Background: an optimization exercise with open tools, aiming at small area. Do not read the settings as production practice. In this exercise RTL edits were held to simulation tests only and were not proved equivalent to the original. Power and IR drop assume default switching activity.

==> flow/design.v <==
module ALU(input [7:0] a, b, input [3:0] oper, input clk,
           output reg [7:0] msb, lsb);
    wire [7:0] pp [0:7];
    wire [7:0] s  [0:7];    
    wire [6:0] c  [0:7];    
    wire [15:0] prod;
    genvar i, j, k;
    generate
        for (i = 0; i < 8; i = i + 1) begin : ppg
            assign pp[i] = a & {8{b[i]}};
        end
        assign s[0] = pp[0];
        assign c[0] = 7'h00;
        for (i = 1; i < 8; i = i + 1) begin : mrow
            for (j = 0; j < 7; j = j + 1) begin : mcl
                wire x = pp[i][j];
                wire y = s[i-1][j+1];
                wire z = c[i-1][j];
                assign s[i][j] = x ^ y ^ z;
                assign c[i][j] = (x & y) | (x & z) | (y & z);
            end
            assign s[i][7] = pp[i][7];
        end
        for (i = 0; i < 8; i = i + 1) begin : plo
            assign prod[i] = s[i][0];
        end
    endgenerate
    wire [7:0] fc;
    assign fc[0] = 1'b0;
    generate
        for (j = 0; j < 7; j = j + 1) begin : fadd
            wire x = s[7][j+1];
            wire y = c[7][j];
            assign prod[8+j] = x ^ y ^ fc[j];
            assign fc[j+1] = (x & y) | (x & fc[j]) | (y & fc[j]);
        end
    endgenerate
    assign prod[15] = fc[7];
    wire isdiv = (oper == 4'h3) | (oper == 4'h4);
    wire add   = (oper == 4'h0);
    wire gt    = (oper == 4'hE);
    wire [7:0] q;
    wire co;
    generate
        for (k = 7; k >= 0; k = k - 1) begin : row
            localparam integer W = 8 - k;
            wire [W-1:0] x;
            wire [W-1:0] bb;
            wire [W:0]   cc;
            wire [W-1:0] r;
            wire         qq;
            if (k == 7) begin : first
                assign x = a[7];
            end else begin : next
                assign x = {row[k+1].r, a[k]};
            end
            if (k == 0) begin : r0
                assign bb = b ^ {8{add}};
                assign cc[0] = ~(add | gt);
                assign qq = ~isdiv | cc[W];
                assign co = cc[W];
            end else begin : rk
                assign bb = b[W-1:0];
                assign cc[0] = 1'b1;
                assign qq = isdiv & ~|b[7:W] & cc[W];
            end
            for (j = 0; j < W; j = j + 1) begin : bt
                assign cc[j+1] = (x[j] & ~bb[j]) | (x[j] & cc[j]) | (~bb[j] & cc[j]);
                assign r[j] = x[j] ^ (qq & (~bb[j] ^ cc[j]));
            end
            assign q[k] = (k == 0) ? cc[W] : qq;
        end
    endgenerate
    wire [7:0] rem = row[0].r;
    always @(posedge clk) begin
        case (oper)
            4'h0: {msb, lsb} <= {7'h00, co, rem};
            4'h1: {msb, lsb} <= {{8{~co}}, rem};
            4'h2: {msb, lsb} <= prod;
            4'h3: {msb, lsb} <= {8'h00, q};
            4'h4: {msb, lsb} <= {8'h00, rem};
            4'h5: {msb, lsb} <= {8'h00, a & b};
            4'h6: {msb, lsb} <= {8'hFF, ~(a & b)};
            4'h7: {msb, lsb} <= {8'h00, a | b};
            4'h8: {msb, lsb} <= {8'hFF, ~(a | b)};
            4'h9: {msb, lsb} <= {8'h00, a ^ b};
            4'hA: {msb, lsb} <= {8'hFF, a ~^ b};
            4'hB: {msb, lsb} <= {8'hFF, ~a};
            4'hC: {msb, lsb} <= {7'h00, a, 1'b0};
            4'hD: {msb, lsb} <= {9'h000, a[7:1]};
            4'hE: {msb, lsb} <= {15'h0000, co};
            default: {msb, lsb} <= {15'h0000, ~co};
        endcase
    end
endmodule
==> flow/flow/run.sh <==
#!/bin/bash
# Own flow: the standard synthesis (kept for reference), then the
# hand-built netlist in flow/net.v (same registers, same names) in its place,
# then the standard layout from floorplan to finish. Port buffers are
# buf_1 cells.
set -euo pipefail
R=orfs/results/$FLOW_PLATFORM/ALU/base
bash standard.sh synth > std_synth.log 2>&1
cp $R/1_2_yosys.v std_1_2_yosys.v
cp flow/net.v $R/1_2_yosys.v
touch $R/1_2_yosys.v
bash standard.sh "BUFFER_PORTS_ARGS=-buffer_cell sky130_fd_sc_hd__buf_1" finish > layout.log 2>&1
==> flow/standard.sh <==
#!/bin/bash
# synth_recipe.tcl (not shown) runs the flow's synth.tcl, then flattens the netlist and writes it again
# the make line also repeats each setting of config.mk as NAME=value (left out here)
make -C /OpenROAD-flow-scripts/flow DESIGN_CONFIG=/design/flow/config.mk WORK_HOME=/design/flow/orfs CLKGATE_MAP_FILE= SYNTH_SCRIPT=/design/flow/synth_recipe.tcl "${@:-finish}"
==> flow/config.mk <==
export PLATFORM = sky130hd
export DESIGN_NAME = ALU
export DESIGN_NICKNAME = ALU
export VERILOG_FILES = /design/flow/design.v
export SDC_FILE = /design/flow/constraint.sdc
export NUM_CORES = 4
export LEC_CHECK = 0
export CAP_MARGIN = 0
export CORE_MARGIN = 2
export CORE_UTILIZATION = 40
export CTS_BUF_LIST = sky130_fd_sc_hd__clkbuf_4
export GPL_TIMING_DRIVEN = 0
export SETUP_SLACK_MARGIN = -0.5
export SLEW_MARGIN = 0
==> flow/constraint.sdc <==
create_clock -name core_clock -period 12.5 [get_ports {clk}]
set_input_delay 2.5000 -clock core_clock [delete_from_list [all_inputs] [get_ports {clk}]]
set_output_delay 2.5000 -clock core_clock [all_outputs]
set_load 0.01 [all_outputs]
Not shown: flow/flow/net.v
==> results.sh, run 1 <==
export IMPL_wl_um=8790
export IMPL_grt_pass1_wl_um=15100
export IMPL_fin_crit_sh_pct=94.6
export IMPL_multi_input_area_mm2=0.00323
export IMPL_clockNetworkAreaShare_pct=0.658
export IMPL_cp_num_buf_inv=2
export IMPL_status="timing/DRC/antenna clean"
export IMPL_yosysWarnings=1
export IMPL_multi_input_gates=429
export IMPL_whs_path_depth=4
export IMPL_viasPerCell=5.22
export IMPL_hold_start="oper[3]"
export IMPL_cts_root_buf="clkbuf_4"
export IMPL_hold_viol_final=0
export IMPL_clk_pin_slew_ps=90
export IMPL_postCtsResizedCells=0
export IMPL_p_clk_share_pct=7.6
export IMPL_worst_pin_slew_ps=1130
export IMPL_avgRoutedWirePerCell_um=14.1
export IMPL_crit_cells=58
export IMPL_num_rows=34
export IMPL_worst_setup_path_start_kind="primary input"
export IMPL_drt_iter0_drc=141
export IMPL_buffers=39
export IMPL_report_power_total_mw=0.357
export IMPL_fin_util_pct=45.8
export IMPL_min_period_ps=11820
export IMPL_path_class="in2reg"
export IMPL_cp_end_kind="flip-flop"
export IMPL_clock_sinks=16
export IMPL_combPwrFrac_pct=74.7
==> inputs of run 2 (changes only) <==
--- a/flow/flow/run.sh
+++ b/flow/flow/run.sh
@@ -11,2 +11,2 @@
 touch $R/1_2_yosys.v
-bash standard.sh "BUFFER_PORTS_ARGS=-buffer_cell sky130_fd_sc_hd__buf_1" finish > layout.log 2>&1
+bash standard.sh "BUFFER_PORTS_ARGS=-buffer_cell sky130_fd_sc_hd__buf_2" finish > layout.log 2>&1
==> flow/flow/net.v (replaced) <==
module ALU(a, b, oper, clk, msb, lsb);
input [7:0] a; input [7:0] b; input [3:0] oper; input clk;
output [7:0] msb; output [7:0] lsb;
wire n0,n2,n3,n4,n5,n6,n7,n8,n9,n10,n11,n12,n13,n14,n15,n16,n17,n18,n19,n20;
wire n21,n22,n23,n24,n25,n26,n27,n28,n29,n30,n31,n32,n33,n34,n35,n36,n37,n38,n39,n40;
wire n41,n42,n43,n44,n45,n46,n47,n48,n49,n50,n51,n52,n53,n54,n55,n56,n57,n58,n59,n60;
wire n61,n62,n63,n64,n65,n66,n67,n68,n69,n70,n71,n72,n73,n74,n75,n76,n77,n78,n79,n80;
wire n81,n82,n83,n84,n85,n86,n87,n88,n89,n90,n91,n92,n93,n94,n95,n96,n97,n98,n99,n100;
wire n101,n102,n103,n104,n105,n106,n107,n108,n109,n110,n111,n112,n113,n114,n115,n116,n117,n118,n119,n120;
wire n121,n122,n123,n124,n125,n126,n127,n128,n129,n130,n131,n132,n133,n134,n135,n136,n137,n138,n139,n140;
wire n141,n142,n143,n144,n145,n146,n147,n148,n149,n150,n151,n152,n153,n154,n155,n156,n157,n158,n159,n160;
wire n161,n162,n163,n164,n165,n166,n167,n168,n169,n170,n171,n172,n173,n174,n175,n176,n177,n178,n179,n180;
wire n181,n182,n183,n184,n185,n186,n187,n188,n189,n190,n191,n192,n193,n194,n195,n196,n197,n198,n199,n200;
wire n201,n202,n203,n204,n205,n206,n207,n208,n209,n210,n211,n212,n213,n214,n215,n216,n217,n218,n219,n220;
wire n221,n222,n223,n224,n225,n226,n227,n228,n229,n230,n231,n232,n233,n234,n235,n236,n237,n238,n239,n240;
wire n241,n242,n243,n244,n245,n246,n247,n248,n249,n250,n251,n252,n253,n254,n255,n256,n257,n258,n259,n260;
wire n261,n262,n263,n264,n265,n266,n267,n268,n269,n270,n271,n272,n273,n274,n275,n276,n277,n278,n279,n280;
wire n281,n282,n283,n284,n285,n286,n287,n288,n289,n290,n291,n292,n293,n294,n295,n296,n297,n298,n299,n300;
wire n301,n302,n303,n304,n305,n306,n307,n308,n309,n310,n311,n312,n313,n314,n315,n316,n317,n318,n319,n320;
wire n321,n322,n323,n324,n325,n326,n327,n328,n329,n330,n331,n332,n333,n334,n335,n336,n337,n338,n339,n340;
wire n341,n342,n343,n344,n345,n346,n347,n348,n349,n350,n351,n352,n353,n354,n355,n356,n357,n358,n359,n360;
wire n361,n362,n363,n364,n365,n366,n367,n368,n369,n370,n371,n372,n373,n374,n375,n376,n377,n378,n379,n380;
wire n381,n382,n383,n384,n385,n386,n387,n388,n389,n390,n391,n392,n393,n394,n395,n396,n397,n398,n399,n400;
wire n401,n402,n403,n404,n405,n406,n407,n408,n409,n410,n411,n412,n413,n414,n415,n416,n417,n418,n419,n420;
wire n421,n422,n423,n424,n425,n426,n427,n428,n429,n430,n431,n432,n433,n434,n435,n436,n437,n438,n439,n440;
wire n441,n442,n443,n444,n445,n446,n447,n448,n449,n450,n451,n452,n453,n454,n455,n456,n457,n458,n459,n460;
wire n461,n462,n463,n464,n465,n466,n467,n468,n469,n470,n471,n472,n473,n474,n475,n476,n477,n478,n479,n480;
wire n481,n482,n483,n484,n485,n486,n487,n488,n489,n490,n491,n492,n493,n494,n495,n496,n497,n498,n499;
sky130_fd_sc_hd__clkinv_1 g0(.A(b[3]),.Y(n2));
sky130_fd_sc_hd__clkinv_1 g1(.A(b[1]),.Y(n3));
sky130_fd_sc_hd__clkinv_1 g2(.A(b[0]),.Y(n0));
sky130_fd_sc_hd__clkinv_1 g3(.A(b[5]),.Y(n4));
sky130_fd_sc_hd__nor3_1 g4(.A(b[6]),.B(b[5]),.C(b[7]),.Y(n5));
sky130_fd_sc_hd__nor2_1 g5(.A(b[3]),.B(b[4]),.Y(n6));
sky130_fd_sc_hd__nand2_1 g6(.A(n5),.B(n6),.Y(n7));
sky130_fd_sc_hd__nor3_1 g7(.A(b[1]),.B(b[2]),.C(n7),.Y(n8));
sky130_fd_sc_hd__clkinv_1 g8(.A(a[7]),.Y(n9));
sky130_fd_sc_hd__a21oi_1 g9(.A1(n8),.A2(b[0]),.B1(n9),.Y(n10));
sky130_fd_sc_hd__clkinv_1 g10(.A(b[0]),.Y(n11));
sky130_fd_sc_hd__nor2_1 g11(.A(a[6]),.B(n11),.Y(n12));
sky130_fd_sc_hd__nor3_1 g12(.A(b[2]),.B(n12),.C(n7),.Y(n13));
sky130_fd_sc_hd__clkinv_1 g13(.A(n13),.Y(n14));
sky130_fd_sc_hd__a21oi_1 g14(.A1(b[1]),.A2(n9),.B1(n14),.Y(n15));
sky130_fd_sc_hd__nand2_1 g15(.A(n15),.B(b[0]),.Y(n16));
sky130_fd_sc_hd__nand2_1 g16(.A(n16),.B(a[6]),.Y(n17));
sky130_fd_sc_hd__clkinv_1 g17(.A(b[1]),.Y(n18));
sky130_fd_sc_hd__o21ai_0 g18(.A1(n18),.A2(n14),.B1(n10),.Y(n19));
sky130_fd_sc_hd__nor3_1 g19(.A(a[5]),.B(n18),.C(n11),.Y(n20));
sky130_fd_sc_hd__nor2_1 g20(.A(a[5]),.B(n11),.Y(n21));
sky130_fd_sc_hd__nor2_1 g21(.A(b[1]),.B(n21),.Y(n22));
sky130_fd_sc_hd__nor2_1 g22(.A(n20),.B(n22),.Y(n23));
sky130_fd_sc_hd__a21o_2 g23(.A1(n17),.A2(n23),.B1(n20),.X(n24));
sky130_fd_sc_hd__a21oi_1 g24(.A1(n24),.A2(b[2]),.B1(n7),.Y(n25));
sky130_fd_sc_hd__o21ai_0 g25(.A1(b[2]),.A2(n24),.B1(n19),.Y(n26));
sky130_fd_sc_hd__and2_2 g26(.A(n25),.B(n26),.X(n27));
sky130_fd_sc_hd__o21a_1 g27(.A1(n11),.A2(a[7]),.B1(n8),.X(n28));
sky130_fd_sc_hd__mux2_2 g28(.A0(oper[2]),.A1(oper[0]),.S(oper[1]),.X(n29));
sky130_fd_sc_hd__a21oi_1 g29(.A1(oper[0]),.A2(oper[2]),.B1(oper[3]),.Y(n30));
sky130_fd_sc_hd__nand2_1 g30(.A(n29),.B(n30),.Y(n31));
sky130_fd_sc_hd__nor3_1 g31(.A(b[1]),.B(b[2]),.C(b[0]),.Y(n32));
sky130_fd_sc_hd__nor2_1 g32(.A(n32),.B(n31),.Y(n33));
sky130_fd_sc_hd__a21oi_1 g33(.A1(n25),.A2(n33),.B1(n9),.Y(n34));
sky130_fd_sc_hd__nor2_1 g34(.A(a[1]),.B(n11),.Y(n35));
sky130_fd_sc_hd__nor2_1 g35(.A(a[2]),.B(n11),.Y(n36));
sky130_fd_sc_hd__nor2_1 g36(.A(a[3]),.B(n11),.Y(n37));
sky130_fd_sc_hd__nor2_1 g37(.A(a[4]),.B(n11),.Y(n38));
sky130_fd_sc_hd__clkinv_1 g38(.A(n31),.Y(n39));
sky130_fd_sc_hd__nand2_1 g39(.A(n27),.B(n39),.Y(n40));
sky130_fd_sc_hd__nor2_1 g40(.A(n11),.B(n40),.Y(n41));
sky130_fd_sc_hd__xor2_1 g41(.A(a[5]),.B(n41),.X(n42));
sky130_fd_sc_hd__or2_2 g42(.A(b[7]),.B(n31),.X(n43));
sky130_fd_sc_hd__nand2_1 g43(.A(n39),.B(n5),.Y(n44));
sky130_fd_sc_hd__nor2_1 g44(.A(b[6]),.B(n43),.Y(n45));
sky130_fd_sc_hd__nor2_1 g45(.A(b[4]),.B(n44),.Y(n46));
sky130_fd_sc_hd__nor3_1 g46(.A(n20),.B(n22),.C(n40),.Y(n47));
sky130_fd_sc_hd__o21ai_0 g47(.A1(n31),.A2(n16),.B1(a[6]),.Y(n48));
sky130_fd_sc_hd__nor2_1 g48(.A(n48),.B(n47),.Y(n49));
sky130_fd_sc_hd__a21oi_1 g49(.A1(n17),.A2(n47),.B1(n49),.Y(n50));
sky130_fd_sc_hd__nor2_1 g50(.A(oper[0]),.B(oper[2]),.Y(n51));
sky130_fd_sc_hd__clkinv_1 g51(.A(n51),.Y(n52));
sky130_fd_sc_hd__clkinv_1 g52(.A(oper[1]),.Y(n53));
sky130_fd_sc_hd__clkinv_1 g53(.A(oper[3]),.Y(n54));
sky130_fd_sc_hd__nand2_1 g54(.A(n53),.B(n54),.Y(n55));
sky130_fd_sc_hd__nor2_1 g55(.A(n52),.B(n55),.Y(n56));
sky130_fd_sc_hd__clkinv_1 g56(.A(n56),.Y(n57));
sky130_fd_sc_hd__nor2_1 g57(.A(b[3]),.B(n57),.Y(n58));
sky130_fd_sc_hd__a21oi_1 g58(.A1(b[3]),.A2(n57),.B1(n58),.Y(n59));
sky130_fd_sc_hd__nor2_1 g59(.A(b[1]),.B(n57),.Y(n60));
sky130_fd_sc_hd__a21oi_1 g60(.A1(b[1]),.A2(n57),.B1(n60),.Y(n61));
sky130_fd_sc_hd__clkinv_1 g61(.A(oper[2]),.Y(n62));
sky130_fd_sc_hd__nor2_1 g62(.A(n53),.B(oper[3]),.Y(n63));
sky130_fd_sc_hd__nand3_1 g63(.A(oper[0]),.B(n62),.C(n63),.Y(n64));
sky130_fd_sc_hd__clkinv_1 g64(.A(n64),.Y(n65));
sky130_fd_sc_hd__nand2_1 g65(.A(b[6]),.B(n57),.Y(n66));
sky130_fd_sc_hd__o21ai_0 g66(.A1(b[6]),.A2(n57),.B1(n66),.Y(n67));
sky130_fd_sc_hd__nand2_1 g67(.A(b[4]),.B(n57),.Y(n68));
sky130_fd_sc_hd__o21ai_0 g68(.A1(b[4]),.A2(n57),.B1(n68),.Y(n69));
sky130_fd_sc_hd__nand2_1 g69(.A(b[2]),.B(n57),.Y(n70));
sky130_fd_sc_hd__o21ai_0 g70(.A1(b[2]),.A2(n57),.B1(n70),.Y(n71));
sky130_fd_sc_hd__clkinv_1 g71(.A(oper[0]),.Y(n72));
sky130_fd_sc_hd__nor3_1 g72(.A(n72),.B(oper[2]),.C(n55),.Y(n73));
sky130_fd_sc_hd__clkinv_1 g73(.A(n73),.Y(n74));
sky130_fd_sc_hd__nand2_1 g74(.A(n51),.B(n63),.Y(n75));
sky130_fd_sc_hd__nor2_1 g75(.A(n72),.B(n62),.Y(n76));
sky130_fd_sc_hd__clkinv_1 g76(.A(n76),.Y(n77));
sky130_fd_sc_hd__nor3_1 g77(.A(oper[1]),.B(n54),.C(n77),.Y(n78));
sky130_fd_sc_hd__nor4_1 g78(.A(oper[1]),.B(n54),.C(oper[0]),.D(n62),.Y(n79));
sky130_fd_sc_hd__nor2_1 g79(.A(b[5]),.B(n57),.Y(n80));
sky130_fd_sc_hd__a21oi_1 g80(.A1(b[5]),.A2(n57),.B1(n80),.Y(n81));
sky130_fd_sc_hd__nor2_1 g81(.A(n53),.B(n54),.Y(n82));
sky130_fd_sc_hd__clkinv_1 g82(.A(n82),.Y(n83));
sky130_fd_sc_hd__o22ai_1 g83(.A1(oper[2]),.A2(oper[3]),.B1(n62),.B2(n63),.Y(n84));
sky130_fd_sc_hd__a21oi_1 g84(.A1(oper[0]),.A2(n83),.B1(n84),.Y(n85));
sky130_fd_sc_hd__clkinv_1 g85(.A(n85),.Y(n86));
sky130_fd_sc_hd__a22oi_1 g86(.A1(n77),.A2(n83),.B1(oper[3]),.B2(n52),.Y(n87));
sky130_fd_sc_hd__nor3_1 g87(.A(n51),.B(n84),.C(n82),.Y(n88));
sky130_fd_sc_hd__nor2_1 g88(.A(n51),.B(n84),.Y(n89));
sky130_fd_sc_hd__clkinv_1 g89(.A(b[0]),.Y(n90));
sky130_fd_sc_hd__nand3_1 g90(.A(n72),.B(oper[2]),.C(n82),.Y(n91));
sky130_fd_sc_hd__nand2_1 g91(.A(n90),.B(n91),.Y(n92));
sky130_fd_sc_hd__o21ai_0 g92(.A1(n90),.A2(n91),.B1(n92),.Y(n93));
sky130_fd_sc_hd__nand2b_1 g93(.A_N(a[0]),.B(n92),.Y(n94));
sky130_fd_sc_hd__o221ai_1 g94(.A1(n90),.A2(n91),.B1(b[0]),.B2(n57),.C1(n94),.Y(n95));
sky130_fd_sc_hd__nor2_1 g95(.A(b[7]),.B(n57),.Y(n96));
sky130_fd_sc_hd__a21oi_1 g96(.A1(b[7]),.A2(n57),.B1(n96),.Y(n97));
sky130_fd_sc_hd__nor2_1 g97(.A(n77),.B(n83),.Y(n98));
sky130_fd_sc_hd__nand2_1 g98(.A(n64),.B(n91),.Y(n99));
sky130_fd_sc_hd__nor2_1 g99(.A(n55),.B(n76),.Y(n100));
sky130_fd_sc_hd__clkinv_1 g100(.A(n100),.Y(n101));
sky130_fd_sc_hd__a21oi_1 g101(.A1(n102),.A2(n103),.B1(n104),.Y(n105));
sky130_fd_sc_hd__a21oi_1 g102(.A1(n106),.A2(n107),.B1(n108),.Y(n109));
sky130_fd_sc_hd__a21oi_1 g103(.A1(n110),.A2(n111),.B1(n112),.Y(n113));
sky130_fd_sc_hd__a21oi_1 g104(.A1(n78),.A2(a[1]),.B1(n114),.Y(n115));
sky130_fd_sc_hd__a21oi_1 g105(.A1(n79),.A2(a[6]),.B1(n116),.Y(n117));
sky130_fd_sc_hd__a21oi_1 g106(.A1(n118),.A2(n119),.B1(n120),.Y(n121));
sky130_fd_sc_hd__a21oi_1 g107(.A1(n122),.A2(n123),.B1(n124),.Y(n125));
sky130_fd_sc_hd__a21oi_1 g108(.A1(n126),.A2(n127),.B1(n128),.Y(n129));
sky130_fd_sc_hd__a21oi_1 g109(.A1(n130),.A2(n131),.B1(n132),.Y(n133));
sky130_fd_sc_hd__a21oi_1 g110(.A1(n134),.A2(n135),.B1(n136),.Y(n137));
sky130_fd_sc_hd__a21oi_1 g111(.A1(n138),.A2(n139),.B1(n140),.Y(n141));
sky130_fd_sc_hd__a21oi_1 g112(.A1(n142),.A2(n143),.B1(n144),.Y(n145));
sky130_fd_sc_hd__a21oi_1 g113(.A1(n146),.A2(n147),.B1(n148),.Y(n149));
sky130_fd_sc_hd__a221oi_1 g114(.A1(n79),.A2(a[0]),.B1(n78),.B2(a[2]),.C1(n150),.Y(n151));
sky130_fd_sc_hd__a221oi_1 g115(.A1(n79),.A2(a[1]),.B1(n78),.B2(a[3]),.C1(n152),.Y(n153));
sky130_fd_sc_hd__a221oi_1 g116(.A1(n79),.A2(a[2]),.B1(n78),.B2(a[4]),.C1(n154),.Y(n155));
sky130_fd_sc_hd__a221oi_1 g117(.A1(n79),.A2(a[3]),.B1(n78),.B2(a[5]),.C1(n156),.Y(n157));
sky130_fd_sc_hd__a221oi_1 g118(.A1(n79),.A2(a[4]),.B1(n78),.B2(a[6]),.C1(n158),.Y(n159));
sky130_fd_sc_hd__a221oi_1 g119(.A1(n79),.A2(a[5]),.B1(n78),.B2(a[7]),.C1(n160),.Y(n161));
sky130_fd_sc_hd__a2bb2oi_1 g120(.A1_N(n75),.A2_N(n162),.B1(n65),.B2(n163),.Y(n164));
sky130_fd_sc_hd__a2bb2oi_1 g121(.A1_N(n75),.A2_N(n165),.B1(n65),.B2(n166),.Y(n167));
sky130_fd_sc_hd__a2bb2oi_1 g122(.A1_N(n75),.A2_N(n168),.B1(n65),.B2(n27),.Y(n169));
sky130_fd_sc_hd__a2bb2oi_1 g123(.A1_N(n75),.A2_N(n170),.B1(n65),.B2(n15),.Y(n171));
sky130_fd_sc_hd__a2bb2oi_1 g124(.A1_N(n75),.A2_N(n172),.B1(n65),.B2(n28),.Y(n173));
sky130_fd_sc_hd__buf_2 g125(.A(n174),.X(n175));
sky130_fd_sc_hd__fa_1 g126(.A(n176),.B(n177),.CIN(n178),.COUT(n179),.SUM(n180));
sky130_fd_sc_hd__fa_1 g127(.A(n181),.B(n182),.CIN(n183),.COUT(n184),.SUM(n185));
sky130_fd_sc_hd__fa_1 g128(.A(n186),.B(n187),.CIN(n188),.COUT(n189),.SUM(n190));
sky130_fd_sc_hd__fa_1 g129(.A(n191),.B(n192),.CIN(n193),.COUT(n194),.SUM(n195));
sky130_fd_sc_hd__fa_1 g130(.A(n196),.B(n197),.CIN(n198),.COUT(n199),.SUM(n200));
sky130_fd_sc_hd__fa_1 g131(.A(n201),.B(n202),.CIN(n203),.COUT(n204),.SUM(n205));
sky130_fd_sc_hd__fa_1 g132(.A(n206),.B(n207),.CIN(n208),.COUT(n209),.SUM(n210));
sky130_fd_sc_hd__fa_1 g133(.A(n211),.B(n212),.CIN(n213),.COUT(n214),.SUM(n215));
sky130_fd_sc_hd__fa_1 g134(.A(n216),.B(n190),.CIN(n217),.COUT(n218),.SUM(n219));
sky130_fd_sc_hd__fa_1 g135(.A(n220),.B(n195),.CIN(n189),.COUT(n221),.SUM(n222));
sky130_fd_sc_hd__fa_1 g136(.A(n223),.B(n200),.CIN(n194),.COUT(n224),.SUM(n225));
sky130_fd_sc_hd__fa_1 g137(.A(n226),.B(n205),.CIN(n199),.COUT(n227),.SUM(n228));
sky130_fd_sc_hd__fa_1 g138(.A(n229),.B(n230),.CIN(n231),.COUT(n232),.SUM(n233));
sky130_fd_sc_hd__fa_1 g139(.A(n234),.B(n235),.CIN(n204),.COUT(n236),.SUM(n237));
sky130_fd_sc_hd__fa_1 g140(.A(n238),.B(n215),.CIN(n209),.COUT(n239),.SUM(n168));
sky130_fd_sc_hd__fa_1 g141(.A(n240),.B(n219),.CIN(n214),.COUT(n241),.SUM(n242));
sky130_fd_sc_hd__fa_1 g142(.A(n243),.B(n222),.CIN(n218),.COUT(n244),.SUM(n245));
sky130_fd_sc_hd__fa_1 g143(.A(n246),.B(n225),.CIN(n221),.COUT(n247),.SUM(n248));
sky130_fd_sc_hd__fa_1 g144(.A(n249),.B(n228),.CIN(n224),.COUT(n250),.SUM(n251));
sky130_fd_sc_hd__fa_1 g145(.A(n252),.B(n237),.CIN(n227),.COUT(n253),.SUM(n254));
sky130_fd_sc_hd__fa_1 g146(.A(n255),.B(n256),.CIN(n236),.COUT(n257),.SUM(n258));
sky130_fd_sc_hd__fa_1 g147(.A(n259),.B(n242),.CIN(n239),.COUT(n260),.SUM(n170));
sky130_fd_sc_hd__fa_1 g148(.A(n261),.B(n245),.CIN(n241),.COUT(n262),.SUM(n263));
sky130_fd_sc_hd__fa_1 g149(.A(n264),.B(n265),.CIN(n266),.COUT(n188),.SUM(n267));
sky130_fd_sc_hd__fa_1 g150(.A(n268),.B(n248),.CIN(n244),.COUT(n269),.SUM(n270));
sky130_fd_sc_hd__fa_1 g151(.A(n271),.B(n251),.CIN(n247),.COUT(n272),.SUM(n273));
sky130_fd_sc_hd__fa_1 g152(.A(n274),.B(n254),.CIN(n250),.COUT(n275),.SUM(n276));
sky130_fd_sc_hd__fa_1 g153(.A(n277),.B(n258),.CIN(n253),.COUT(n278),.SUM(n279));
sky130_fd_sc_hd__fa_1 g154(.A(n280),.B(n281),.CIN(n257),.COUT(n282),.SUM(n283));
sky130_fd_sc_hd__fa_1 g155(.A(n284),.B(n263),.CIN(n260),.COUT(n285),.SUM(n172));
sky130_fd_sc_hd__fa_1 g156(.A(n286),.B(n270),.CIN(n262),.COUT(n287),.SUM(n288));
sky130_fd_sc_hd__fa_1 g157(.A(n289),.B(n273),.CIN(n269),.COUT(n290),.SUM(n291));
sky130_fd_sc_hd__fa_1 g158(.A(n292),.B(n276),.CIN(n272),.COUT(n293),.SUM(n294));
sky130_fd_sc_hd__fa_1 g159(.A(n295),.B(n279),.CIN(n275),.COUT(n296),.SUM(n297));
sky130_fd_sc_hd__fa_1 g160(.A(n298),.B(n299),.CIN(n300),.COUT(n193),.SUM(n187));
sky130_fd_sc_hd__fa_1 g161(.A(n301),.B(n283),.CIN(n278),.COUT(n302),.SUM(n303));
sky130_fd_sc_hd__fa_1 g162(.A(n304),.B(n305),.CIN(n282),.COUT(n306),.SUM(n307));
sky130_fd_sc_hd__fa_1 g163(.A(n291),.B(n287),.CIN(n308),.COUT(n309),.SUM(n310));
sky130_fd_sc_hd__fa_1 g164(.A(n294),.B(n290),.CIN(n309),.COUT(n311),.SUM(n312));
sky130_fd_sc_hd__fa_1 g165(.A(n297),.B(n293),.CIN(n311),.COUT(n313),.SUM(n314));
sky130_fd_sc_hd__fa_1 g166(.A(n303),.B(n296),.CIN(n313),.COUT(n315),.SUM(n316));
sky130_fd_sc_hd__fa_1 g167(.A(n307),.B(n302),.CIN(n315),.COUT(n317),.SUM(n318));
sky130_fd_sc_hd__fa_1 g168(.A(n319),.B(n306),.CIN(n317),.COUT(n320),.SUM(n321));
sky130_fd_sc_hd__fa_1 g169(.A(n322),.B(n323),.CIN(n324),.COUT(n198),.SUM(n192));
sky130_fd_sc_hd__fa_1 g170(.A(n325),.B(n326),.CIN(n327),.COUT(n203),.SUM(n197));
sky130_fd_sc_hd__fa_1 g171(.A(n328),.B(n185),.CIN(n179),.COUT(n208),.SUM(n165));
sky130_fd_sc_hd__fa_1 g172(.A(n329),.B(n233),.CIN(n184),.COUT(n213),.SUM(n207));
sky130_fd_sc_hd__fa_1 g173(.A(n330),.B(n267),.CIN(n232),.COUT(n217),.SUM(n212));
sky130_fd_sc_hd__mux2i_1 g174(.A0(n98),.A1(n99),.S(n175),.Y(n331));
sky130_fd_sc_hd__mux2i_1 g175(.A0(n73),.A1(n56),.S(n175),.Y(n332));
sky130_fd_sc_hd__mux4_1 g176(.A0(n85),.A1(n89),.A2(n88),.A3(n87),.S0(b[0]),.S1(a[0]),.X(n333));
sky130_fd_sc_hd__mux4_1 g177(.A0(n85),.A1(n89),.A2(n88),.A3(n87),.S0(b[1]),.S1(a[1]),.X(n150));
sky130_fd_sc_hd__mux4_1 g178(.A0(n85),.A1(n89),.A2(n88),.A3(n87),.S0(b[2]),.S1(a[2]),.X(n152));
sky130_fd_sc_hd__mux4_1 g179(.A0(n85),.A1(n89),.A2(n88),.A3(n87),.S0(b[3]),.S1(a[3]),.X(n154));
sky130_fd_sc_hd__mux4_1 g180(.A0(n85),.A1(n89),.A2(n88),.A3(n87),.S0(b[4]),.S1(a[4]),.X(n156));
sky130_fd_sc_hd__mux4_1 g181(.A0(n85),.A1(n89),.A2(n88),.A3(n87),.S0(b[5]),.S1(a[5]),.X(n158));
sky130_fd_sc_hd__mux4_1 g182(.A0(n85),.A1(n89),.A2(n88),.A3(n87),.S0(b[6]),.S1(a[6]),.X(n160));
sky130_fd_sc_hd__mux4_1 g183(.A0(n85),.A1(n89),.A2(n88),.A3(n87),.S0(b[7]),.S1(a[7]),.X(n116));
sky130_fd_sc_hd__nand2_1 g184(.A(a[0]),.B(b[0]),.Y(n334));
sky130_fd_sc_hd__nand2_1 g185(.A(a[1]),.B(b[0]),.Y(n335));
sky130_fd_sc_hd__nand2_1 g186(.A(a[2]),.B(b[1]),.Y(n336));
sky130_fd_sc_hd__nand2_1 g187(.A(n337),.B(n97),.Y(n338));
sky130_fd_sc_hd__nand2_1 g188(.A(n79),.B(a[7]),.Y(n339));
sky130_fd_sc_hd__nand2_1 g189(.A(n100),.B(n340),.Y(n341));
sky130_fd_sc_hd__nand2_1 g190(.A(n100),.B(n342),.Y(n343));
sky130_fd_sc_hd__nand2_1 g191(.A(n100),.B(n344),.Y(n345));
sky130_fd_sc_hd__nand2_1 g192(.A(n100),.B(n346),.Y(n347));
sky130_fd_sc_hd__nand2_1 g193(.A(n332),.B(n348),.Y(n349));
sky130_fd_sc_hd__nand2_1 g194(.A(a[3]),.B(b[1]),.Y(n350));
sky130_fd_sc_hd__nand2_1 g195(.A(a[4]),.B(b[1]),.Y(n351));
sky130_fd_sc_hd__nand2_1 g196(.A(a[5]),.B(b[1]),.Y(n352));
sky130_fd_sc_hd__nand2_1 g197(.A(a[6]),.B(b[1]),.Y(n353));
sky130_fd_sc_hd__nand2_1 g198(.A(a[7]),.B(b[1]),.Y(n326));
sky130_fd_sc_hd__nand2_1 g199(.A(a[0]),.B(b[2]),.Y(n176));
sky130_fd_sc_hd__nand2_1 g200(.A(a[1]),.B(b[2]),.Y(n181));
sky130_fd_sc_hd__nand2_1 g201(.A(a[2]),.B(b[2]),.Y(n229));
sky130_fd_sc_hd__nand2_1 g202(.A(a[3]),.B(b[2]),.Y(n264));
sky130_fd_sc_hd__nand2_1 g203(.A(a[2]),.B(b[0]),.Y(n354));
sky130_fd_sc_hd__nand2_1 g204(.A(a[4]),.B(b[2]),.Y(n298));
sky130_fd_sc_hd__nand2_1 g205(.A(a[5]),.B(b[2]),.Y(n322));
sky130_fd_sc_hd__nand2_1 g206(.A(a[6]),.B(b[2]),.Y(n325));
sky130_fd_sc_hd__nand2_1 g207(.A(a[7]),.B(b[2]),.Y(n202));
sky130_fd_sc_hd__nand2_1 g208(.A(a[0]),.B(b[3]),.Y(n328));
sky130_fd_sc_hd__nand2_1 g209(.A(a[1]),.B(b[3]),.Y(n329));
sky130_fd_sc_hd__nand2_1 g210(.A(a[2]),.B(b[3]),.Y(n330));
sky130_fd_sc_hd__nand2_1 g211(.A(a[3]),.B(b[3]),.Y(n186));
sky130_fd_sc_hd__nand2_1 g212(.A(a[4]),.B(b[3]),.Y(n191));
sky130_fd_sc_hd__nand2_1 g213(.A(a[5]),.B(b[3]),.Y(n196));
sky130_fd_sc_hd__nand2_1 g214(.A(a[3]),.B(b[0]),.Y(n355));
sky130_fd_sc_hd__nand2_1 g215(.A(a[6]),.B(b[3]),.Y(n201));
sky130_fd_sc_hd__nand2_1 g216(.A(a[7]),.B(b[3]),.Y(n235));
sky130_fd_sc_hd__nand2_1 g217(.A(a[0]),.B(b[4]),.Y(n206));
sky130_fd_sc_hd__nand2_1 g218(.A(a[1]),.B(b[4]),.Y(n211));
sky130_fd_sc_hd__nand2_1 g219(.A(a[2]),.B(b[4]),.Y(n216));
sky130_fd_sc_hd__nand2_1 g220(.A(a[3]),.B(b[4]),.Y(n220));
sky130_fd_sc_hd__nand2_1 g221(.A(a[4]),.B(b[4]),.Y(n223));
sky130_fd_sc_hd__nand2_1 g222(.A(a[5]),.B(b[4]),.Y(n226));
sky130_fd_sc_hd__nand2_1 g223(.A(a[6]),.B(b[4]),.Y(n234));
sky130_fd_sc_hd__nand2_1 g224(.A(a[7]),.B(b[4]),.Y(n256));
sky130_fd_sc_hd__nand2_1 g225(.A(a[4]),.B(b[0]),.Y(n356));
sky130_fd_sc_hd__nand2_1 g226(.A(a[0]),.B(b[5]),.Y(n238));
sky130_fd_sc_hd__nand2_1 g227(.A(a[1]),.B(b[5]),.Y(n240));
sky130_fd_sc_hd__nand2_1 g228(.A(a[2]),.B(b[5]),.Y(n243));
sky130_fd_sc_hd__nand2_1 g229(.A(a[3]),.B(b[5]),.Y(n246));
sky130_fd_sc_hd__nand2_1 g230(.A(a[4]),.B(b[5]),.Y(n249));
sky130_fd_sc_hd__nand2_1 g231(.A(a[5]),.B(b[5]),.Y(n252));
sky130_fd_sc_hd__nand2_1 g232(.A(a[6]),.B(b[5]),.Y(n255));
sky130_fd_sc_hd__nand2_1 g233(.A(a[7]),.B(b[5]),.Y(n281));
sky130_fd_sc_hd__nand2_1 g234(.A(a[0]),.B(b[6]),.Y(n259));
sky130_fd_sc_hd__nand2_1 g235(.A(a[1]),.B(b[6]),.Y(n261));
sky130_fd_sc_hd__nand2_1 g236(.A(a[5]),.B(b[0]),.Y(n357));
sky130_fd_sc_hd__nand2_1 g237(.A(a[2]),.B(b[6]),.Y(n268));
sky130_fd_sc_hd__nand2_1 g238(.A(a[3]),.B(b[6]),.Y(n271));
sky130_fd_sc_hd__nand2_1 g239(.A(a[4]),.B(b[6]),.Y(n274));
sky130_fd_sc_hd__nand2_1 g240(.A(a[5]),.B(b[6]),.Y(n277));
sky130_fd_sc_hd__nand2_1 g241(.A(a[6]),.B(b[6]),.Y(n280));
sky130_fd_sc_hd__nand2_1 g242(.A(a[7]),.B(b[6]),.Y(n305));
sky130_fd_sc_hd__nand2_1 g243(.A(a[0]),.B(b[7]),.Y(n284));
sky130_fd_sc_hd__nand2_1 g244(.A(a[1]),.B(b[7]),.Y(n286));
sky130_fd_sc_hd__nand2_1 g245(.A(a[2]),.B(b[7]),.Y(n289));
sky130_fd_sc_hd__nand2_1 g246(.A(a[3]),.B(b[7]),.Y(n292));
sky130_fd_sc_hd__nand2_1 g247(.A(a[6]),.B(b[0]),.Y(n358));
sky130_fd_sc_hd__nand2_1 g248(.A(a[4]),.B(b[7]),.Y(n295));
sky130_fd_sc_hd__nand2_1 g249(.A(a[5]),.B(b[7]),.Y(n301));
sky130_fd_sc_hd__nand2_1 g250(.A(a[6]),.B(b[7]),.Y(n304));
sky130_fd_sc_hd__nand2_1 g251(.A(a[7]),.B(b[7]),.Y(n319));
sky130_fd_sc_hd__nand2_1 g252(.A(n42),.B(n3),.Y(n359));
sky130_fd_sc_hd__nand2_1 g253(.A(n50),.B(b[2]),.Y(n102));
sky130_fd_sc_hd__nand2_1 g254(.A(n34),.B(n2),.Y(n360));
sky130_fd_sc_hd__nand2_1 g255(.A(n361),.B(n3),.Y(n362));
sky130_fd_sc_hd__nand2_1 g256(.A(n363),.B(b[2]),.Y(n106));
sky130_fd_sc_hd__nand2_1 g257(.A(n364),.B(n2),.Y(n365));
sky130_fd_sc_hd__nand2_1 g258(.A(a[7]),.B(b[0]),.Y(n366));
sky130_fd_sc_hd__nand2_1 g259(.A(n367),.B(b[4]),.Y(n118));
sky130_fd_sc_hd__nand2_1 g260(.A(n166),.B(b[0]),.Y(n368));
sky130_fd_sc_hd__nand2_1 g261(.A(n166),.B(n369),.Y(n370));
sky130_fd_sc_hd__nand2_1 g262(.A(n166),.B(n371),.Y(n372));
sky130_fd_sc_hd__nand2_1 g263(.A(n166),.B(n373),.Y(n374));
sky130_fd_sc_hd__nand2_1 g264(.A(n166),.B(n375),.Y(n376));
sky130_fd_sc_hd__nand2_1 g265(.A(n377),.B(n3),.Y(n378));
sky130_fd_sc_hd__nand2_1 g266(.A(n379),.B(b[2]),.Y(n122));
sky130_fd_sc_hd__nand2_1 g267(.A(n380),.B(n2),.Y(n381));
sky130_fd_sc_hd__nand2_1 g268(.A(n382),.B(b[4]),.Y(n126));
sky130_fd_sc_hd__nand2_1 g269(.A(a[0]),.B(b[1]),.Y(n383));
sky130_fd_sc_hd__nand2_1 g270(.A(n384),.B(n4),.Y(n385));
sky130_fd_sc_hd__nand2_1 g271(.A(n386),.B(n3),.Y(n387));
sky130_fd_sc_hd__nand2_1 g272(.A(n388),.B(b[2]),.Y(n130));
sky130_fd_sc_hd__nand2_1 g273(.A(n389),.B(n2),.Y(n390));
sky130_fd_sc_hd__nand2_1 g274(.A(n391),.B(b[4]),.Y(n134));
sky130_fd_sc_hd__nand2_1 g275(.A(n392),.B(n4),.Y(n393));
sky130_fd_sc_hd__nand2_1 g276(.A(n394),.B(b[6]),.Y(n138));
sky130_fd_sc_hd__nand2_1 g277(.A(n163),.B(b[0]),.Y(n395));
sky130_fd_sc_hd__nand2_1 g278(.A(n163),.B(n396),.Y(n397));
sky130_fd_sc_hd__nand2_1 g279(.A(n163),.B(n398),.Y(n399));
sky130_fd_sc_hd__nand2_1 g280(.A(a[1]),.B(b[1]),.Y(n400));
sky130_fd_sc_hd__nand2_1 g281(.A(n163),.B(n401),.Y(n402));
sky130_fd_sc_hd__nand2_1 g282(.A(n163),.B(n403),.Y(n404));
sky130_fd_sc_hd__nand2_1 g283(.A(n163),.B(n405),.Y(n406));
sky130_fd_sc_hd__nand2_1 g284(.A(n163),.B(n407),.Y(n408));
sky130_fd_sc_hd__nand2_1 g285(.A(n409),.B(n61),.Y(n410));
sky130_fd_sc_hd__nand2_1 g286(.A(n411),.B(n71),.Y(n142));
sky130_fd_sc_hd__nand2_1 g287(.A(n412),.B(n59),.Y(n413));
sky130_fd_sc_hd__nand2_1 g288(.A(n414),.B(n69),.Y(n146));
sky130_fd_sc_hd__nand2_1 g289(.A(n415),.B(n81),.Y(n416));
sky130_fd_sc_hd__nand2_1 g290(.A(n417),.B(n67),.Y(n110));
sky130_fd_sc_hd__nand2_2 g291(.A(n46),.B(n418),.Y(n419));
sky130_fd_sc_hd__nand2_2 g292(.A(n45),.B(n420),.Y(n421));
sky130_fd_sc_hd__nand3_1 g293(.A(n341),.B(n422),.C(n153),.Y(n423));
sky130_fd_sc_hd__nand3_1 g294(.A(n343),.B(n424),.C(n157),.Y(n425));
sky130_fd_sc_hd__nand3_1 g295(.A(n345),.B(n171),.C(n161),.Y(n426));
sky130_fd_sc_hd__nand3_1 g296(.A(n347),.B(n331),.C(n115),.Y(n427));
sky130_fd_sc_hd__nor2_1 g297(.A(n42),.B(n3),.Y(n428));
sky130_fd_sc_hd__nor2_1 g298(.A(n50),.B(b[2]),.Y(n104));
sky130_fd_sc_hd__nor2_1 g299(.A(n367),.B(b[4]),.Y(n120));
sky130_fd_sc_hd__nor2_1 g300(.A(n377),.B(n3),.Y(n429));
sky130_fd_sc_hd__nor2_1 g301(.A(n379),.B(b[2]),.Y(n124));
sky130_fd_sc_hd__nor2_1 g302(.A(n380),.B(n2),.Y(n430));
sky130_fd_sc_hd__nor2_1 g303(.A(n382),.B(b[4]),.Y(n128));
sky130_fd_sc_hd__nor2_1 g304(.A(n384),.B(n4),.Y(n431));
sky130_fd_sc_hd__nor2_1 g305(.A(n421),.B(n0),.Y(n432));
sky130_fd_sc_hd__nor2_1 g306(.A(n421),.B(n433),.Y(n434));
sky130_fd_sc_hd__nor2_1 g307(.A(n421),.B(n435),.Y(n436));
sky130_fd_sc_hd__nor2_1 g308(.A(n421),.B(n437),.Y(n438));
sky130_fd_sc_hd__nor2_1 g309(.A(n34),.B(n2),.Y(n439));
sky130_fd_sc_hd__nor2_1 g310(.A(n421),.B(n440),.Y(n441));
sky130_fd_sc_hd__nor2_1 g311(.A(n421),.B(n442),.Y(n443));
sky130_fd_sc_hd__nor2_1 g312(.A(n386),.B(n3),.Y(n444));
sky130_fd_sc_hd__nor2_1 g313(.A(n388),.B(b[2]),.Y(n132));
sky130_fd_sc_hd__nor2_1 g314(.A(n389),.B(n2),.Y(n445));
sky130_fd_sc_hd__nor2_1 g315(.A(n391),.B(b[4]),.Y(n136));
sky130_fd_sc_hd__nor2_1 g316(.A(n392),.B(n4),.Y(n446));
sky130_fd_sc_hd__nor2_1 g317(.A(n394),.B(b[6]),.Y(n140));
sky130_fd_sc_hd__nor2_1 g318(.A(n409),.B(n61),.Y(n447));
sky130_fd_sc_hd__nor2_1 g319(.A(n411),.B(n71),.Y(n144));
sky130_fd_sc_hd__nor2_1 g320(.A(n419),.B(n0),.Y(n448));
sky130_fd_sc_hd__nor2_1 g321(.A(n412),.B(n59),.Y(n449));
sky130_fd_sc_hd__nor2_1 g322(.A(n414),.B(n69),.Y(n148));
sky130_fd_sc_hd__nor2_1 g323(.A(n415),.B(n81),.Y(n450));
sky130_fd_sc_hd__nor2_1 g324(.A(n417),.B(n67),.Y(n112));
sky130_fd_sc_hd__nor2_1 g325(.A(n337),.B(n97),.Y(n451));
sky130_fd_sc_hd__nor2_1 g326(.A(n452),.B(n93),.Y(n453));
sky130_fd_sc_hd__nor2_1 g327(.A(n452),.B(n454),.Y(n455));
sky130_fd_sc_hd__nor2_1 g328(.A(n452),.B(n456),.Y(n457));
sky130_fd_sc_hd__nor2_1 g329(.A(n452),.B(n458),.Y(n459));
sky130_fd_sc_hd__nor2_1 g330(.A(n452),.B(n460),.Y(n461));
sky130_fd_sc_hd__nor2_1 g331(.A(n419),.B(n462),.Y(n463));
sky130_fd_sc_hd__nor2_1 g332(.A(n452),.B(n464),.Y(n465));
sky130_fd_sc_hd__nor2_1 g333(.A(n452),.B(n466),.Y(n467));
sky130_fd_sc_hd__nor2_1 g334(.A(n452),.B(n468),.Y(n469));
sky130_fd_sc_hd__nor2_1 g335(.A(n75),.B(n334),.Y(n470));
sky130_fd_sc_hd__nor2_1 g336(.A(n419),.B(n471),.Y(n472));
sky130_fd_sc_hd__nor2_1 g337(.A(n419),.B(n473),.Y(n474));
sky130_fd_sc_hd__nor2_1 g338(.A(n361),.B(n3),.Y(n475));
sky130_fd_sc_hd__nor2_1 g339(.A(n363),.B(b[2]),.Y(n108));
sky130_fd_sc_hd__nor2_1 g340(.A(n364),.B(n2),.Y(n476));
sky130_fd_sc_hd__nor2_2 g341(.A(n44),.B(n121),.Y(n166));
sky130_fd_sc_hd__nor2_2 g342(.A(n43),.B(n141),.Y(n163));
sky130_fd_sc_hd__nor2_2 g343(.A(n31),.B(n174),.Y(n452));
sky130_fd_sc_hd__o211a_1 g344(.A1(n75),.A2(n477),.B1(n86),.C1(n339),.X(n348));
sky130_fd_sc_hd__o211ai_1 g345(.A1(n101),.A2(n478),.B1(n164),.C1(n151),.Y(n479));
sky130_fd_sc_hd__o211ai_1 g346(.A1(n101),.A2(n480),.B1(n167),.C1(n155),.Y(n481));
sky130_fd_sc_hd__o211ai_1 g347(.A1(n101),.A2(n482),.B1(n169),.C1(n159),.Y(n483));
sky130_fd_sc_hd__o211ai_1 g348(.A1(n101),.A2(n484),.B1(n173),.C1(n117),.Y(n485));
sky130_fd_sc_hd__o21a_1 g349(.A1(n75),.A2(n310),.B1(n86),.X(n486));
sky130_fd_sc_hd__o21a_1 g350(.A1(n75),.A2(n312),.B1(n86),.X(n487));
sky130_fd_sc_hd__o21a_1 g351(.A1(n75),.A2(n314),.B1(n86),.X(n488));
sky130_fd_sc_hd__o21a_1 g352(.A1(n75),.A2(n316),.B1(n86),.X(n489));
sky130_fd_sc_hd__o21a_1 g353(.A1(n75),.A2(n318),.B1(n86),.X(n490));
sky130_fd_sc_hd__o21a_1 g354(.A1(n75),.A2(n321),.B1(n86),.X(n491));
sky130_fd_sc_hd__o21a_1 g355(.A1(n75),.A2(n320),.B1(n86),.X(n492));
sky130_fd_sc_hd__o21ai_1 g356(.A1(n428),.A2(n38),.B1(n359),.Y(n103));
sky130_fd_sc_hd__o21ai_1 g357(.A1(n439),.A2(n105),.B1(n360),.Y(n418));
sky130_fd_sc_hd__o21ai_1 g358(.A1(n447),.A2(n95),.B1(n410),.Y(n143));
sky130_fd_sc_hd__o21ai_1 g359(.A1(n449),.A2(n145),.B1(n413),.Y(n147));
sky130_fd_sc_hd__o21ai_1 g360(.A1(n450),.A2(n149),.B1(n416),.Y(n111));
sky130_fd_sc_hd__o21ai_1 g361(.A1(n451),.A2(n113),.B1(n338),.Y(n174));
sky130_fd_sc_hd__o21ai_1 g362(.A1(n74),.A2(n175),.B1(n486),.Y(n493));
sky130_fd_sc_hd__o21ai_1 g363(.A1(n74),.A2(n175),.B1(n487),.Y(n494));
sky130_fd_sc_hd__o21ai_1 g364(.A1(n74),.A2(n175),.B1(n488),.Y(n495));
sky130_fd_sc_hd__o21ai_1 g365(.A1(n74),.A2(n175),.B1(n489),.Y(n496));
sky130_fd_sc_hd__o21ai_1 g366(.A1(n74),.A2(n175),.B1(n490),.Y(n497));
sky130_fd_sc_hd__o21ai_1 g367(.A1(n74),.A2(n175),.B1(n491),.Y(n498));
sky130_fd_sc_hd__o21ai_1 g368(.A1(n475),.A2(n37),.B1(n362),.Y(n107));
sky130_fd_sc_hd__o21ai_1 g369(.A1(n74),.A2(n175),.B1(n492),.Y(n499));
sky130_fd_sc_hd__o21ai_1 g370(.A1(n476),.A2(n109),.B1(n365),.Y(n119));
sky130_fd_sc_hd__o21ai_1 g371(.A1(n429),.A2(n36),.B1(n378),.Y(n123));
sky130_fd_sc_hd__o21ai_1 g372(.A1(n430),.A2(n125),.B1(n381),.Y(n127));
sky130_fd_sc_hd__o21ai_1 g373(.A1(n431),.A2(n129),.B1(n385),.Y(n420));
sky130_fd_sc_hd__o21ai_1 g374(.A1(n444),.A2(n35),.B1(n387),.Y(n131));
sky130_fd_sc_hd__o21ai_1 g375(.A1(n445),.A2(n133),.B1(n390),.Y(n135));
sky130_fd_sc_hd__o21ai_1 g376(.A1(n446),.A2(n137),.B1(n393),.Y(n139));
sky130_fd_sc_hd__o22a_1 g377(.A1(n64),.A2(n421),.B1(n75),.B2(n180),.X(n422));
sky130_fd_sc_hd__o22a_1 g378(.A1(n64),.A2(n419),.B1(n75),.B2(n210),.X(n424));
sky130_fd_sc_hd__or2_1 g379(.A(n383),.B(n335),.X(n178));
sky130_fd_sc_hd__or2_1 g380(.A(n400),.B(n354),.X(n183));
sky130_fd_sc_hd__or2_1 g381(.A(n336),.B(n355),.X(n231));
sky130_fd_sc_hd__or2_1 g382(.A(n350),.B(n356),.X(n266));
sky130_fd_sc_hd__or2_1 g383(.A(n351),.B(n357),.X(n300));
sky130_fd_sc_hd__or2_1 g384(.A(n352),.B(n358),.X(n324));
sky130_fd_sc_hd__or2_1 g385(.A(n353),.B(n366),.X(n327));
sky130_fd_sc_hd__or2_1 g386(.A(n288),.B(n285),.X(n308));
sky130_fd_sc_hd__or2_1 g387(.A(n333),.B(n470),.X(n114));
sky130_fd_sc_hd__xnor2_1 g388(.A(n383),.B(n335),.Y(n162));
sky130_fd_sc_hd__xnor2_1 g389(.A(n400),.B(n354),.Y(n177));
sky130_fd_sc_hd__xnor2_1 g390(.A(n50),.B(n472),.Y(n364));
sky130_fd_sc_hd__xnor2_1 g391(.A(b[3]),.B(n105),.Y(n473));
sky130_fd_sc_hd__xnor2_1 g392(.A(n34),.B(n474),.Y(n367));
sky130_fd_sc_hd__xnor2_1 g393(.A(a[3]),.B(n368),.Y(n377));
sky130_fd_sc_hd__xnor2_1 g394(.A(b[2]),.B(n107),.Y(n371));
sky130_fd_sc_hd__xnor2_1 g395(.A(b[4]),.B(n119),.Y(n375));
sky130_fd_sc_hd__xnor2_1 g396(.A(b[1]),.B(n36),.Y(n433));
sky130_fd_sc_hd__xnor2_1 g397(.A(n377),.B(n434),.Y(n388));
sky130_fd_sc_hd__xnor2_1 g398(.A(n379),.B(n436),.Y(n389));
sky130_fd_sc_hd__xnor2_1 g399(.A(b[3]),.B(n125),.Y(n437));
sky130_fd_sc_hd__xnor2_1 g400(.A(n336),.B(n355),.Y(n182));
sky130_fd_sc_hd__xnor2_1 g401(.A(n380),.B(n438),.Y(n391));
sky130_fd_sc_hd__xnor2_1 g402(.A(n382),.B(n441),.Y(n392));
sky130_fd_sc_hd__xnor2_1 g403(.A(b[5]),.B(n129),.Y(n442));
sky130_fd_sc_hd__xnor2_1 g404(.A(n384),.B(n443),.Y(n394));
sky130_fd_sc_hd__xnor2_1 g405(.A(a[1]),.B(n395),.Y(n409));
sky130_fd_sc_hd__xnor2_1 g406(.A(b[2]),.B(n131),.Y(n398));
sky130_fd_sc_hd__xnor2_1 g407(.A(b[4]),.B(n135),.Y(n403));
sky130_fd_sc_hd__xnor2_1 g408(.A(b[6]),.B(n139),.Y(n407));
sky130_fd_sc_hd__xnor2_1 g409(.A(n409),.B(n455),.Y(n478));
sky130_fd_sc_hd__xnor2_1 g410(.A(n411),.B(n457),.Y(n340));
sky130_fd_sc_hd__xnor2_1 g411(.A(n350),.B(n356),.Y(n230));
sky130_fd_sc_hd__xnor2_1 g412(.A(n412),.B(n459),.Y(n480));
sky130_fd_sc_hd__xnor2_1 g413(.A(n414),.B(n461),.Y(n342));
sky130_fd_sc_hd__xnor2_1 g414(.A(n415),.B(n465),.Y(n482));
sky130_fd_sc_hd__xnor2_1 g415(.A(n417),.B(n467),.Y(n344));
sky130_fd_sc_hd__xnor2_1 g416(.A(n337),.B(n469),.Y(n484));
sky130_fd_sc_hd__xnor2_1 g417(.A(n351),.B(n357),.Y(n265));
sky130_fd_sc_hd__xnor2_1 g418(.A(n352),.B(n358),.Y(n299));
sky130_fd_sc_hd__xnor2_1 g419(.A(n353),.B(n366),.Y(n323));
sky130_fd_sc_hd__xnor2_1 g420(.A(n288),.B(n285),.Y(n477));
sky130_fd_sc_hd__xnor2_1 g421(.A(b[1]),.B(n38),.Y(n462));
sky130_fd_sc_hd__xnor2_1 g422(.A(n42),.B(n463),.Y(n363));
sky130_fd_sc_hd__xor2_1 g423(.A(a[4]),.B(n448),.X(n361));
sky130_fd_sc_hd__xor2_1 g424(.A(b[2]),.B(n103),.X(n471));
sky130_fd_sc_hd__xor2_1 g425(.A(b[4]),.B(n127),.X(n440));
sky130_fd_sc_hd__xor2_1 g426(.A(b[1]),.B(n35),.X(n396));
sky130_fd_sc_hd__xor2_1 g427(.A(n386),.B(n397),.X(n411));
sky130_fd_sc_hd__xor2_1 g428(.A(n388),.B(n399),.X(n412));
sky130_fd_sc_hd__xor2_1 g429(.A(b[3]),.B(n133),.X(n401));
sky130_fd_sc_hd__xor2_1 g430(.A(n389),.B(n402),.X(n414));
sky130_fd_sc_hd__xor2_1 g431(.A(n391),.B(n404),.X(n415));
sky130_fd_sc_hd__xor2_1 g432(.A(b[5]),.B(n137),.X(n405));
sky130_fd_sc_hd__xor2_1 g433(.A(n392),.B(n406),.X(n417));
sky130_fd_sc_hd__xor2_1 g434(.A(n394),.B(n408),.X(n337));
sky130_fd_sc_hd__xor2_1 g435(.A(b[1]),.B(n37),.X(n369));
sky130_fd_sc_hd__xor2_1 g436(.A(a[0]),.B(n453),.X(n346));
sky130_fd_sc_hd__xor2_1 g437(.A(n61),.B(n95),.X(n454));
sky130_fd_sc_hd__xor2_1 g438(.A(n71),.B(n143),.X(n456));
sky130_fd_sc_hd__xor2_1 g439(.A(n59),.B(n145),.X(n458));
sky130_fd_sc_hd__xor2_1 g440(.A(n69),.B(n147),.X(n460));
sky130_fd_sc_hd__xor2_1 g441(.A(n81),.B(n149),.X(n464));
sky130_fd_sc_hd__xor2_1 g442(.A(n67),.B(n111),.X(n466));
sky130_fd_sc_hd__xor2_1 g443(.A(n97),.B(n113),.X(n468));
sky130_fd_sc_hd__xor2_1 g444(.A(n361),.B(n370),.X(n379));
sky130_fd_sc_hd__xor2_1 g445(.A(n363),.B(n372),.X(n380));
sky130_fd_sc_hd__xor2_1 g446(.A(b[3]),.B(n109),.X(n373));
sky130_fd_sc_hd__xor2_1 g447(.A(n364),.B(n374),.X(n382));
sky130_fd_sc_hd__xor2_1 g448(.A(n367),.B(n376),.X(n384));
sky130_fd_sc_hd__xor2_1 g449(.A(a[2]),.B(n432),.X(n386));
sky130_fd_sc_hd__xor2_1 g450(.A(b[2]),.B(n123),.X(n435));
sky130_fd_sc_hd__dfxtp_1 \lsb[0]$_DFF_P_ (.CLK(clk),.D(n427),.Q(lsb[0]));
sky130_fd_sc_hd__dfxtp_1 \lsb[1]$_DFF_P_ (.CLK(clk),.D(n479),.Q(lsb[1]));
sky130_fd_sc_hd__dfxtp_1 \lsb[2]$_DFF_P_ (.CLK(clk),.D(n423),.Q(lsb[2]));
sky130_fd_sc_hd__dfxtp_1 \lsb[3]$_DFF_P_ (.CLK(clk),.D(n481),.Q(lsb[3]));
sky130_fd_sc_hd__dfxtp_1 \lsb[4]$_DFF_P_ (.CLK(clk),.D(n425),.Q(lsb[4]));
sky130_fd_sc_hd__dfxtp_1 \lsb[5]$_DFF_P_ (.CLK(clk),.D(n483),.Q(lsb[5]));
sky130_fd_sc_hd__dfxtp_1 \lsb[6]$_DFF_P_ (.CLK(clk),.D(n426),.Q(lsb[6]));
sky130_fd_sc_hd__dfxtp_1 \lsb[7]$_DFF_P_ (.CLK(clk),.D(n485),.Q(lsb[7]));
sky130_fd_sc_hd__dfxtp_1 \msb[0]$_DFF_P_ (.CLK(clk),.D(n349),.Q(msb[0]));
sky130_fd_sc_hd__dfxtp_1 \msb[1]$_DFF_P_ (.CLK(clk),.D(n493),.Q(msb[1]));
sky130_fd_sc_hd__dfxtp_1 \msb[2]$_DFF_P_ (.CLK(clk),.D(n494),.Q(msb[2]));
sky130_fd_sc_hd__dfxtp_1 \msb[3]$_DFF_P_ (.CLK(clk),.D(n495),.Q(msb[3]));
sky130_fd_sc_hd__dfxtp_1 \msb[4]$_DFF_P_ (.CLK(clk),.D(n496),.Q(msb[4]));
sky130_fd_sc_hd__dfxtp_1 \msb[5]$_DFF_P_ (.CLK(clk),.D(n497),.Q(msb[5]));
sky130_fd_sc_hd__dfxtp_1 \msb[6]$_DFF_P_ (.CLK(clk),.D(n498),.Q(msb[6]));
sky130_fd_sc_hd__dfxtp_1 \msb[7]$_DFF_P_ (.CLK(clk),.D(n499),.Q(msb[7]));
endmodule
--- a/flow/config.mk
+++ b/flow/config.mk
@@ -11,4 +11,6 @@
 export CTS_BUF_LIST = sky130_fd_sc_hd__clkbuf_4
+export CTS_CLUSTER_DIAMETER = 150
+export CTS_CLUSTER_SIZE = 20
 export GPL_TIMING_DRIVEN = 0
-export SETUP_SLACK_MARGIN = -0.5
+export SETUP_SLACK_MARGIN = -0.8
 export SLEW_MARGIN = 0
==> run 2 against run 1 <==
Core utilization fell by 0.40 points. Critical endpoint unchanged. Sequential power about the same. Sequential share of layout area grew 0.11 points.
==> results.sh, run 2 <==
export IMPL_grt_pass1_vias=3182
export IMPL_drc=0
export IMPL_gp_congestion=0.948
export IMPL_drtAntennaViolNets=0
export IMPL_drive_above_1_share_pct=10.1
export IMPL_cts_root_buf="clkbuf_4"
export IMPL_dp_hpwl_um=6850
export IMPL_vias=3327
export IMPL_combPwrFrac_pct=74.5
export IMPL_place_inst=611
export IMPL_cts_buffer_depth=2
export IMPL_area_growth_pct=10.1
export IMPL_die_w_um=98.6
export IMPL_grt_ovfl_total=0
export IMPL_ir_drop_v=0.0000547
export IMPL_yosysWarnings=1
export IMPL_syn_area_mm2=0.00358
export IMPL_timing_critical_path_mode_cell="o21ai_1"
export IMPL_antenna_found_initial=0
export IMPL_htree_levels=1
export IMPL_cp_required_ps=12680
export IMPL_cp_num_buf_inv=3
export IMPL_status="timing/DRC/antenna clean"
export IMPL_max_slew_margin_pct=27.6
export IMPL_cts_hold_buf=0
export IMPL_fillers=917
export IMPL_arrival_ps=12160
export IMPL_min_period_ps=11980
export IMPL_worst_setup_path_start_kind="primary input"
export IMPL_cp_max_fo=16
export IMPL_cp_top_family="compound AO/OA/AOI/OAI gates"
export IMPL_diodes=0
export IMPL_clock_sinks=16
export IMPL_worst_pin_slew_ps=1080
export IMPL_fin_crit_sh_pct=95.8
export IMPL_power_density_mw_per_mm2=90.5
export IMPL_netSwitchingPower_mw=0.163
export IMPL_core_mm2=0.00868
export IMPL_timing_fmax_mhz=83.5
export IMPL_final_common_cell="nand2_1"
export IMPL_clk_pin_slew_ps=90
export IMPL_hold_viol_final=0
export IMPL_grt_pass1_wl_um=15000
export IMPL_fin_cells=615
export IMPL_wl_um=8910
export IMPL_seqPwrFrac_pct=17.6
export IMPL_viasPerCell=5.41
export IMPL_final_cell_mix="nand2_1, nor2_1, fa_1"
export IMPL_cp_slowest_cell="xnor2_1"
export IMPL_avgRoutedWirePerCell_um=14.5
export IMPL_hold_ws_ps=2670
export IMPL_num_rows=34
export IMPL_cap_violations=0
export IMPL_finalSetupViolCount=0
export IMPL_die_area_mm2=0.00972
export IMPL_final_nets=577
export IMPL_internal_power_mw=0.193
export IMPL_portBuffers=36
export IMPL_start_util_pct=41.2
export IMPL_synthCells=467
export IMPL_leakage_nw=1.45
export IMPL_grt_max_degree=29
export IMPL_cp_end_kind="flip-flop"
export IMPL_drt_pass1_iterations=5
export IMPL_path_class="in2reg"
export IMPL_numCtsBuffers=3
export IMPL_timing_final_max_slew_violations=0
export IMPL_hold_class="in2reg"
export IMPL_drt_iter0_drc=202
export IMPL_dieHeight_um=98.6
export IMPL_syn_nets=536
export IMPL_syn_avg_cell_area_um2=7.66
export IMPL_fin_setup_tns_ps=0
export IMPL_cts_tree="built"
export IMPL_ios=37
export IMPL_p_sw_share_pct=45.8
export IMPL_slowest_delay_ps=290
export IMPL_p_clk_share_pct=7.8
export IMPL_gr_usage_all_layers_pct=18.9
run 2: cell types whose count changed in the layout (fill, tap and decap cells not counted), sizes merged, moves of 5 or more:
| cell | delta |
|---|---|
| buf | +5 |
| clkbuf | -6 |
| clkinv | -8 |
| nand2 | -5 |
| or2 | -10 |
| a2bb2oi | +5 |
run 2: final timing paths:
kind | slack (ps) | cells past startpoint | startpoint | endpoint
worst min-delay path | 2670 | 4 | oper[2] | msb[0]
worst max-delay path | 520 | 59 | b[6] | lsb[0]
run 2: what timing repair did:
| action | in CTS | in global routing |
|---|---|---|
| endpoints found under the setup margin | 0 | 9 |
| setup buffers | 0 | 0 |
| gates resized for setup | 0 | 5 |
run 2: layout make-up:
cell class              instances  area [um2]  area share, %
multi-input cells             428        3190           80.8
clock inverters                 1        3.75         0.0952
clock buffers                   3        22.5          0.571
repair buffers                 36         183           4.63
flip-flops and latches         16         320           8.13
well taps                     108         135           3.43
inverters                      22        86.3           2.19
plain buffers                   1        5.00          0.127
run 2: tightest hold or removal path: stages:
cell,delay [ps]
buf_2,150
nor3_1,90
mux2i_1,120
nand2_1,60
run 2: power by group through the flow:
stage	sequential [mW]	combinational, mW	clock (mW)
2_1_floorplan	0.0698	0.195	0
5_1_grt	0.0636	0.306	0.0320
6_report	0.0628	0.266	0.0280
3_3_place_gp	0.0638	0.268	0
4_1_cts	0.0629	0.273	0.0296
3_5_place_dp	0.0639	0.272	0
run 2: routing by layer:
metal / wire, um / vias up / GRT usage (%)
met5: 0 / - / 0
met4: 75 / 0 / 2.53
met3: 460 / 8 / 2.27
met2: 4550 / 77 / 34.4
met1: 3820 / 1607 / 24.8
li1: - / 1635 / -
run 2: stage by stage:
step | total power [mW] | setup WS (ps) | area, um2 | utilization (%)
after floorplan | 0.264 | 1860 | 3580 | -
after global placement | 0.332 | 204 | 3890 | 44.9
after detailed placement | 0.336 | 64.0 | 3890 | 44.9
after CTS | 0.365 | 303 | 3920 | 45.2
after global routing | 0.401 | -705 | 3940 | 45.4
final | 0.357 | 519 | 3940 | 45.4

[re-timing with driven ports]
How much do the figures lean on ideal ports? The routed layouts below were timed once more, with nothing changed but the port constraints. Step 1 (the two cells are an assumption about what drives the block):
set clk [get_ports {clk}]
set_driving_cell -lib_cell sky130_fd_sc_hd__clkbuf_16 $clk
set_driving_cell -lib_cell sky130_fd_sc_hd__buf_2 [delete_from_list [all_inputs] $clk]
Step 2, shift: input delay + t, output delay - t, t = (earliest + latest rising clock arrival at the registers) / 2. This alone moves slack from input paths to output paths. Three values: ideal, step 1, step 2; two values: the first two.
run | t (ns) | setup slack, ns | worst hold slack (ns) | clock arrival spread, ns
run 1 | 0.305 | 0.676 / 0.681 / 0.376 | 2.756 / 2.757 / 2.914 | 0.004 / 0.005
run 2 | 0.310 | 0.519 / 0.525 / 0.215 | 2.670 / 2.674 / 2.923 | 0.004 / 0.004
After both steps setup and hold are still met in every run listed. For run 2, which loses most, drivers alone change the setup slack by +0.006 ns; drivers and shift together by -0.304 ns.
